This is an optimization exercise on Yosys and OpenROAD, whose aim is small area, a short achievable clock period and few clock cycles, not a production implementation.
RTL that was checked went through simulation tests only; none was proved equivalent to the original.
No activity file was given, so power comes from the tool's default toggle rates.

amber:
Design ECE564MyDesign, start of the top module:
module ECE564MyDesign
	    (
            input  wire               xxx__dut__run            ,
            output reg                dut__xxx__busy           ,
            input  wire               clk                      ,
            input  wire               reset_b                  ,
            output reg  [11:0]        dut__sram__write_address  ,
            output reg  [15:0]        dut__sram__write_data     ,
            output reg                dut__sram__write_enable   ,
            output wire [11:0]        dut__sram__read_address   ,
            input  wire [15:0]        sram__dut__read_data      ,
            output wire [11:0]        dut__gmem__read_address   ,
            input  wire [15:0]        gmem__dut__read_data      ,
            output wire [11:0]        dut__tanhmem__read_address     ,
            input  wire [15:0]        tanhmem__dut__read_data
            );
function [71:0] csa;
	input [35:0] x, y, z;
	begin
		csa = {(x & y) | (x & z) | (y & z), x ^ y ^ z};
	end
endfunction
function [23:0] brec;
	input [15:0] y;
	integer k;
	reg [2:0] d;
	begin
		for (k = 0; k < 8; k = k + 1) begin
			d = (k == 0) ? {y[1:0], 1'b0} : y[2*k-1 +: 3];
			brec[k]      = d[1] ^ d[0];
			brec[8 + k]  = (d == 3'b011) | (d == 3'b100);
			brec[16 + k] = d[2] & ~(d[1] & d[0]);
		end
	end
endfunction
function [71:0] booth8;
	input [15:0] x;
	input [23:0] yr;
	integer k;
	reg [7:0]  ng;
	reg [16:0] mag, pk;
	reg [35:0] r0, r1, r2, r3, r4, r5, r6, r7, r8, rk;
	reg [71:0] a1, a2, a3, b1, b2, c1, e1;
	begin
		ng = yr[23:16];
		for (k = 0; k < 8; k = k + 1) begin
			mag = ({x[15], x} & {17{yr[k]}}) | ({x, 1'b0} & {17{yr[8 + k]}});
			pk = mag ^ {17{ng[k]}};
			rk = {19'd0, ~pk[16], pk[15:0]} << (2*k);
			if (k > 0)
				rk = rk | ({35'd0, ng[k-1]} << (2*k-2));
			case (k)
				0: r0 = rk;  1: r1 = rk;  2: r2 = rk;  3: r3 = rk;
				4: r4 = rk;  5: r5 = rk;  6: r6 = rk;  default: r7 = rk;
			endcase
		end
		r8 = 36'hFAAAB0000 | {21'd0, ng[7], 14'd0};
  ...
clock: 11.0 ns
lec_check: 0
abc_clock_period_in_ps: 3500
cap_margin: 20
core_margin: 2
core_utilization: 60
cts_buf_list: sky130_fd_sc_hd__clkbuf_8 sky130_fd_sc_hd__clkbuf_16
cts_cluster_diameter: 120
cts_cluster_size: 24
slew_margin: 20
standard.sh (not shown) runs the stock make flow with config.mk's settings and CLKGATE_MAP_FILE= SYNTH_SCRIPT=/design/flow/synth_recipe.tcl, a recipe that flattens the netlist after the stock synthesis.
==> flow/flow/run.sh <==
#!/bin/bash
# Standard layout (the standard.sh, the design's constraint.sdc), with
#  - the port buffers made with the smallest plain buffer.
set -euo pipefail
bash standard.sh SETUP_SLACK_MARGIN=6.8 \
  "BUFFER_PORTS_ARGS=-buffer_cell sky130_fd_sc_hd__buf_1" \
  finish > flow_standard.log 2>&1
Testbench counts of amber, summed over its fixed seeds: cycles 98,784.
Changes in delta relative to amber:
Settings: a change of CTS_CLUSTER_SIZE from 24 to 18; a change of CTS_CLUSTER_DIAMETER from 120 to 100; a change of CORE_UTILIZATION from 60 to 70.
--- a/flow/flow/run.sh
+++ b/flow/flow/run.sh
@@ -4,3 +4,3 @@
 set -euo pipefail
-bash standard.sh SETUP_SLACK_MARGIN=6.8 \
+bash standard.sh SETUP_SLACK_MARGIN=7 \
   "BUFFER_PORTS_ARGS=-buffer_cell sky130_fd_sc_hd__buf_1" \
Findings:
- Min fraction of final layout cells with drive strength greater than 1 across amber and delta: amber
- Changes observed in delta relative to amber: core utilization of the finished layout shows an increase of 11 points, worst endpoint required time shows no meaningful change, maximum resistive drop on vdd shows an increase of 6.1%.
- Compared with amber, delta instantiates a smaller number of standard cells.
- Sequential share of cell area of delta is on par with amber.
- First-iteration DRC count (delta vs. amber) increases by more than a quarter
- Routed wire length of delta falls short of that of amber slightly.
- Non-clock buffer count went up slightly going from amber to delta.
Input changes introduced in raven (baseline for comparison: delta):
Settings: swapping 100 for 120 in CTS_CLUSTER_DIAMETER; swapping 70 for 60 in CORE_UTILIZATION; swapping 18 for 24 in CTS_CLUSTER_SIZE.
--- a/flow/flow/run.sh
+++ b/flow/flow/run.sh
@@ -4,3 +4,3 @@
 set -euo pipefail
-bash standard.sh SETUP_SLACK_MARGIN=7 \
+bash standard.sh SETUP_SLACK_MARGIN=7.2 \
   "BUFFER_PORTS_ARGS=-buffer_cell sky130_fd_sc_hd__buf_1" \
Findings:
For raven, the cell type of the slowest stage on the worst timing path was sky130_fd_sc_hd__dfxtp_1, unlike delta, where it was sky130_fd_sc_hd__fa_1.
raven reached the final stage; the timing, DRC and antenna checks on its layout passed.
Looking at data arrival at the endpoint of the critical path across raven and delta, the one that comes out higher is delta.
Critical path depth (lower): raven
Changes observed in raven relative to delta: number of non-clock buffers in the layout moved up, portion of total power attributed to sequential cells moved up, antenna violation net count after detailed routing level, worst-case hold slack moved up, static leakage moved down.
Per the comparison of raven with delta, power in the clock group decreased 11%; total global routing track utilization decreased 3.9 points.
[inputs] indigo vs raven
Settings: CTS_CLUSTER_SIZE: 24 -> 18; CTS_CLUSTER_DIAMETER: 120 -> 100.
--- a/flow/flow/run.sh
+++ b/flow/flow/run.sh
@@ -4,3 +4,3 @@
 set -euo pipefail
-bash standard.sh SETUP_SLACK_MARGIN=7.2 \
+bash standard.sh SETUP_SLACK_MARGIN=7 \
   "BUFFER_PORTS_ARGS=-buffer_cell sky130_fd_sc_hd__buf_1" \
--- outcome ---
The final area of raven and that of indigo are within noise of each other. In indigo the count of clock-net buffers in the final layout turned out 3 higher than in raven. indigo against raven: sequential power share stayed essentially flat, synthesis-to-layout area growth rose by 0.30 points. Taking raven as the reference point, the worst hold slack of indigo rises by 4.3 ps.

* * *

## north
The RTL this note starts from:
==> flow/design.v <==
module ECE564MyDesign
	    (
            input  wire               xxx__dut__run            ,
            output reg                dut__xxx__busy           ,
            input  wire               clk                      ,
            input  wire               reset_b                  ,
            output reg  [11:0]        dut__sram__write_address  ,
            output reg  [15:0]        dut__sram__write_data     ,
            output reg                dut__sram__write_enable   ,
            output wire [11:0]        dut__sram__read_address   ,
            input  wire [15:0]        sram__dut__read_data      ,
            output wire [11:0]        dut__gmem__read_address   ,
            input  wire [15:0]        gmem__dut__read_data      ,
            output wire [11:0]        dut__tanhmem__read_address     ,
            input  wire [15:0]        tanhmem__dut__read_data
            );
function [71:0] csa;
	input [35:0] x, y, z;
	begin
		csa = {(x & y) | (x & z) | (y & z), x ^ y ^ z};
	end
endfunction
function [71:0] booth8;
	input [15:0] x;
	input [15:0] y;
	integer k;
	reg [2:0]  d;
	reg [7:0]  ng;
	reg [16:0] mag, pk;
	reg [35:0] r0, r1, r2, r3, r4, r5, r6, r7, r8, rk;
	reg [71:0] a1, a2, a3, b1, b2, c1, e1;
	begin
		for (k = 0; k < 8; k = k + 1) begin
			d  = (k == 0) ? {y[1:0], 1'b0} : y[2*k-1 +: 3];
			ng[k] = d[2] & ~(d[1] & d[0]);
			case (d)
				3'b001, 3'b010, 3'b101, 3'b110: mag = {x[15], x};
				3'b011, 3'b100:                 mag = {x, 1'b0};
				default:                        mag = 17'd0;
			endcase
			pk = mag ^ {17{ng[k]}};
			rk = {19'd0, ~pk[16], pk[15:0]} << (2*k);
			if (k > 0)
				rk = rk | ({35'd0, ng[k-1]} << (2*k-2));
			case (k)
				0: r0 = rk;  1: r1 = rk;  2: r2 = rk;  3: r3 = rk;
				4: r4 = rk;  5: r5 = rk;  6: r6 = rk;  default: r7 = rk;
			endcase
		end
		r8 = 36'hFAAAB0000 | {21'd0, ng[7], 14'd0};
		a1 = csa(r0, r1, r2);
		a2 = csa(r3, r4, r5);
		a3 = csa(r6, r7, r8);
		b1 = csa(a1[35:0], {a1[70:36], 1'b0}, a2[35:0]);
		b2 = csa({a2[70:36], 1'b0}, a3[35:0], {a3[70:36], 1'b0});
		c1 = csa(b1[35:0], {b1[70:36], 1'b0}, b2[35:0]);
		e1 = csa(c1[35:0], {c1[70:36], 1'b0}, {b2[70:36], 1'b0});
		booth8 = {e1[70:36], 1'b0, e1[35:0]};
	end
endfunction
reg  [12:0] n;
wire [3:0]  p = n[3:0];
wire [8:0]  q = n[12:4];
always @(posedge clk)
	if (!reset_b)
		n <= 13'd0;
	else
		n <= (n + 13'd1) & {13{xxx__dut__run | dut__xxx__busy}};
assign dut__sram__read_address = {3'b000, n[11:8], n[3:0], 1'b0};
assign dut__gmem__read_address = {3'b000, n[7:4],  n[3:0], 1'b0};
reg ph_first, ph_cap, ph_up, ph_tl, ph_tu, ph_ld, ph_step;
always @(posedge clk) begin
	ph_first <= (p == 4'd2);                
	ph_cap   <= (p == 4'd2);                
	ph_up    <= (p == 4'd3);
	ph_tl    <= (p == 4'd4);
	ph_tu    <= (p == 4'd5);
	ph_ld    <= (p == 4'd6);
	ph_step  <= p[3] | (p == 4'd7);
end
reg [15:0] xr, gr;
always @(posedge clk) begin
	xr <= sram__dut__read_data;
	gr <= gmem__dut__read_data;
end
reg  [35:0] ms, mc;
reg  [35:0] acc;
always @(posedge clk) begin
	{mc, ms} <= booth8(xr, gr);
	acc <= (ph_first ? 36'd0 : acc) + ms + mc;
end
wire        s   = acc[35];
wire [35:0] Ap  = acc ^ {36{s}};
wire        sat = (|Ap[35:32]) | (s & (&Ap[31:0]));
reg         neg, sat_r;
reg  [23:0] F;
reg  [8:0]  taddr;
reg  [15:0] tL;
assign dut__tanhmem__read_address = {2'b00, taddr, 1'b0};
always @(posedge clk) begin
	if (ph_cap) begin
		neg   <= acc[35];
		sat_r <= sat;
		F     <= Ap[23:0];
		taddr <= sat ? 9'd255 : {1'b0, Ap[31:24]};
	end
	if (ph_up && !sat_r)
		taddr <= taddr + 9'd1;
	if (ph_tl)
		tL <= tanhmem__dut__read_data;
end
reg  [18:0] Dsh;
reg  [24:0] H;
wire        ng0 = Dsh[2] & ~(Dsh[1] & Dsh[0]);
wire [24:0] mg0 = (Dsh[2:0] == 3'b011 || Dsh[2:0] == 3'b100) ? {F, 1'b0} :
                  (Dsh[1] ^ Dsh[0]) ? {1'b0, F} : 25'd0;
wire [27:0] T   = {{2{H[24]}}, H, ng0} + {({2'd0, mg0} ^ {27{ng0}}), ng0};
wire [17:0] D1  = {2'b00, Dsh[16:1]} + {2'b11, ~tL};           
always @(posedge clk) begin
	if (ph_tu) begin
		Dsh <= {2'b00, tanhmem__dut__read_data, 1'b0};       
	end else if (ph_ld) begin
		Dsh <= {D1, 1'b1};
		H   <= {{7{D1[17]}}, D1} & {25{neg}};
	end else if (ph_step) begin
		Dsh <= {{2{Dsh[18]}}, Dsh[18:2]};
		H   <= T[27:3];
	end
end
wire [15:0] R = (tL + H[21:6]) ^ {16{neg}};
always @(posedge clk) begin
	if (!reset_b) begin
		dut__xxx__busy          <= 1'b0;
		dut__sram__write_enable <= 1'b0;
	end else begin
		if (xxx__dut__run)
			dut__xxx__busy <= 1'b1;
		else if (q == 9'd257 && p == 4'd2)
			dut__xxx__busy <= 1'b0;
		dut__sram__write_enable <= dut__xxx__busy && p == 4'd1 && q >= 9'd2 && q <= 9'd257;
	end
	dut__sram__write_data    <= R;
	dut__sram__write_address <= {3'b001, q[7:0] - 8'd2, 1'b0};
end
endmodule
Settings: LEC_CHECK=0, ABC_CLOCK_PERIOD_IN_PS=3500, CAP_MARGIN=20, CORE_MARGIN=2, CORE_UTILIZATION=60, CTS_BUF_LIST=sky130_fd_sc_hd__clkbuf_8 sky130_fd_sc_hd__clkbuf_16, CTS_CLUSTER_DIAMETER=100, CTS_CLUSTER_SIZE=18, SLEW_MARGIN=20; clock period 11.0 ns.
==> flow/flow/run.sh <==
#!/bin/bash
# Standard layout (the standard.sh, the design's constraint.sdc), with
#  - the port buffers made with the smallest plain buffer.
set -euo pipefail
bash standard.sh SETUP_SLACK_MARGIN=7.4 \
  "BUFFER_PORTS_ARGS=-buffer_cell sky130_fd_sc_hd__buf_1" \
  finish > flow_standard.log 2>&1
## Diff of input files: south against north
==> flow/flow/run.sh <==
#!/bin/bash
# Standard layout (the standard.sh, the design's constraint.sdc), with
#  - the port buffers made with the smallest plain buffer.
set -euo pipefail
bash standard.sh SETUP_SLACK_MARGIN=7 \
  "BUFFER_PORTS_ARGS=-buffer_cell sky130_fd_sc_hd__buf_1" \
  finish > flow_standard.log 2>&1
diff --git a/flow/config.mk b/flow/config.mk
--- a/flow/config.mk
+++ b/flow/config.mk
@@ -10,6 +10,4 @@
 export CORE_MARGIN = 2
 export CORE_UTILIZATION = 60
-export CTS_BUF_LIST = sky130_fd_sc_hd__clkbuf_8 sky130_fd_sc_hd__clkbuf_16
-export CTS_CLUSTER_DIAMETER = 100
-export CTS_CLUSTER_SIZE = 18
+export CTS_BUF_LIST = sky130_fd_sc_hd__clkbuf_4 sky130_fd_sc_hd__clkbuf_8
 export SLEW_MARGIN = 20
Against north, south comes in about 4.7% lower on total non-filler cell area in the finished layout.
Power of the sequential group is lower on south
Compare south and north | number of logic stages on the critical path including buffering lower: north
Comparing south and north, total detailed-routing wirelength is higher on north.
Max freq north -> south: degraded
No functional check of the RTL was part of any run of this note.

* * *

ECE564MyDesign, a different RTL version from the one above (not shown whole).
For scale: ~2,100 cells after synthesis, ~21,000 um^2 of cells after synthesis.
==> flow/design.v (excerpt) <==
module ECE564MyDesign
	    (
            input  wire               xxx__dut__run            ,
            output reg                dut__xxx__busy           ,
            input  wire               clk                      ,
            input  wire               reset_b                  ,
            output reg  [11:0]        dut__sram__write_address  ,
            output reg  [15:0]        dut__sram__write_data     ,
            output reg                dut__sram__write_enable   ,
            output wire [11:0]        dut__sram__read_address   ,
            input  wire [15:0]        sram__dut__read_data      ,
            output wire [11:0]        dut__gmem__read_address   ,
            input  wire [15:0]        gmem__dut__read_data      ,
            output wire [11:0]        dut__tanhmem__read_address     ,
            input  wire [15:0]        tanhmem__dut__read_data
            );
function [71:0] csa;
	input [35:0] x, y, z;
	begin
		csa = {(x & y) | (x & z) | (y & z), x ^ y ^ z};
	end
endfunction
function [71:0] booth8;
	input [15:0] x;
	input [15:0] y;
	integer k;
	reg [2:0]  d;
	reg [7:0]  ng;
	reg [16:0] mag, pk;
	reg [35:0] r0, r1, r2, r3, r4, r5, r6, r7, r8, rk;
  ...
clock: 11.0 ns
lec_check: 0
abc_clock_period_in_ps: 3500
cap_margin: 20
core_margin: 2
core_utilization: 40
cts_buf_list: sky130_fd_sc_hd__clkbuf_4 sky130_fd_sc_hd__clkbuf_8
slew_margin: 20
==> flow/flow/run.sh <==
#!/bin/bash
# Standard layout (the standard.sh, the design's constraint.sdc), with
#  - the port buffers made with the smallest plain buffer.
set -euo pipefail
bash standard.sh SETUP_SLACK_MARGIN=7 \
  "BUFFER_PORTS_ARGS=-buffer_cell sky130_fd_sc_hd__buf_1" \
  finish > flow_standard.log 2>&1
The first run ran to the end with no violations.
Testbench counts at the start, summed over its fixed seeds: cycles 98,784.
Next try:
CTS_BUF_LIST = unset   (was sky130_fd_sc_hd__clkbuf_4 sky130_fd_sc_hd__clkbuf_8)
What happened:
- clock skew shrinks by 0.021 ns
- cell count shrinks slightly
- total power grows slightly
- global-route usage hardly moves
- wire length hardly moves
- first-iteration DRC count shrinks by roughly a tenth
- worst hold slack gains 0.0052 ns
- sequential share of layout area shrinks by 0.13 points

* * *

Setup of run 3:
ECE564MyDesign, a different RTL version from the one above (not shown whole).
For scale: about 2500 cells after synthesis, about 120 I/O pins, roughly 0.023 mm² of cells after synthesis.
clock: 11.0 ns
lec_check: 0
abc_clock_period_in_ps: 3500
cap_margin: 20
core_margin: 2
core_utilization: 40
setup_slack_margin: 5
slew_margin: 20
run.sh (not shown) runs the stock make flow with config.mk's settings and CLKGATE_MAP_FILE= SYNTH_SCRIPT=/design/flow/synth_recipe.tcl, a recipe that flattens the netlist after the stock synthesis.
Stock flow here: none of the scripts above is used.
Setup changes, run 3 to run 1
# run 3
export LEC_CHECK = 0
export ABC_CLOCK_PERIOD_IN_PS = 3500
export CAP_MARGIN = 20
export CORE_MARGIN = 2
export CORE_UTILIZATION = 40
export SETUP_SLACK_MARGIN = 5
export SLEW_MARGIN = 20
create_clock -name core_clock -period 11.0 [get_ports {clk}]
# run 1
export LEC_CHECK = 0
export ABC_CLOCK_PERIOD_IN_PS = 3500
export CAP_MARGIN = 20
export CORE_MARGIN = 2
export CORE_UTILIZATION = 40
export SLEW_MARGIN = 20
create_clock -name core_clock -period 11.0 [get_ports {clk}]
==> flow/flow/run.sh (new file) <==
#!/bin/bash
set -euo pipefail
bash standard.sh SETUP_SLACK_MARGIN=7 finish > flow_standard.log 2>&1
==> flow/standard.sh (new file) <==
#!/bin/bash
# synth_recipe.tcl (not shown) runs the flow's synth.tcl, then flattens the netlist and writes it again
# the make line also repeats each setting of config.mk as NAME=value (left out here)
make -C /OpenROAD-flow-scripts/flow DESIGN_CONFIG=/design/flow/config.mk WORK_HOME=/design/flow/orfs CLKGATE_MAP_FILE= SYNTH_SCRIPT=/design/flow/synth_recipe.tcl "${@:-finish}"
removed: flow/run.sh
Results
Looking at clock share of power, run 1 sits below run 3. The layout buffering overhead excluding clock cells in run 1 sits 4.1 points above the value recorded for run 3. Compared with run 3, run 1 degrades finished layout cell area. Going from run 3 to run 1, routed length on met1 grows by about 7.5%. NOTE sum of internal, switching and leakage power run 3->run 1 increased by more than 10%.
Function was not checked in any run of this note: the RTL went through the layout flow alone.

==> separate check: timing with driven ports <==
Ports are ideal in the flow. The routed layouts listed here were re-timed in OpenROAD.
Step 1: set_driving_cell puts a clkbuf_16 on clk and a buf_2 on each other input, an assumption about the parent block.
Step 2 times the ports against the registers' clock, not the clock port: input delays grow and output delays shrink by t, the midpoint of the rising clock arrivals with the driver on.
Slacks: ideal / step 1 / step 2; pairs: ideal / step 1.
| run | t (ns) | slack for setup (ns) | worst data-port slew with drivers (ns) |
|---|---|---|---|
| amber | 0.546 | 7.130 / 7.130 / 7.130 | 0.06 |
| delta | 0.558 | 7.233 / 7.233 / 7.233 | 0.04 |
| raven | 0.548 | 7.304 / 7.304 / 7.304 | 0.06 |
| indigo | 0.566 | 7.199 / 7.199 / 7.199 | 0.06 |
| north | 0.566 | 7.231 / 7.231 / 7.231 | 0.05 |
| south | 0.657 | 7.050 / 7.050 / 7.050 | 0.09 |
| the first run of note 3 | 0.703 | 7.157 / 7.157 / 7.157 | 0.05 |
| the second run of note 3 | 0.603 | 7.078 / 7.078 / 7.078 | 0.05 |
| run 3 | 0.592 | 5.477 / 5.477 / 5.477 | 0.06 |
| run 1 | 0.603 | 6.295 / 6.295 / 6.295 | 0.06 |
After both steps every run listed still meets setup and hold.
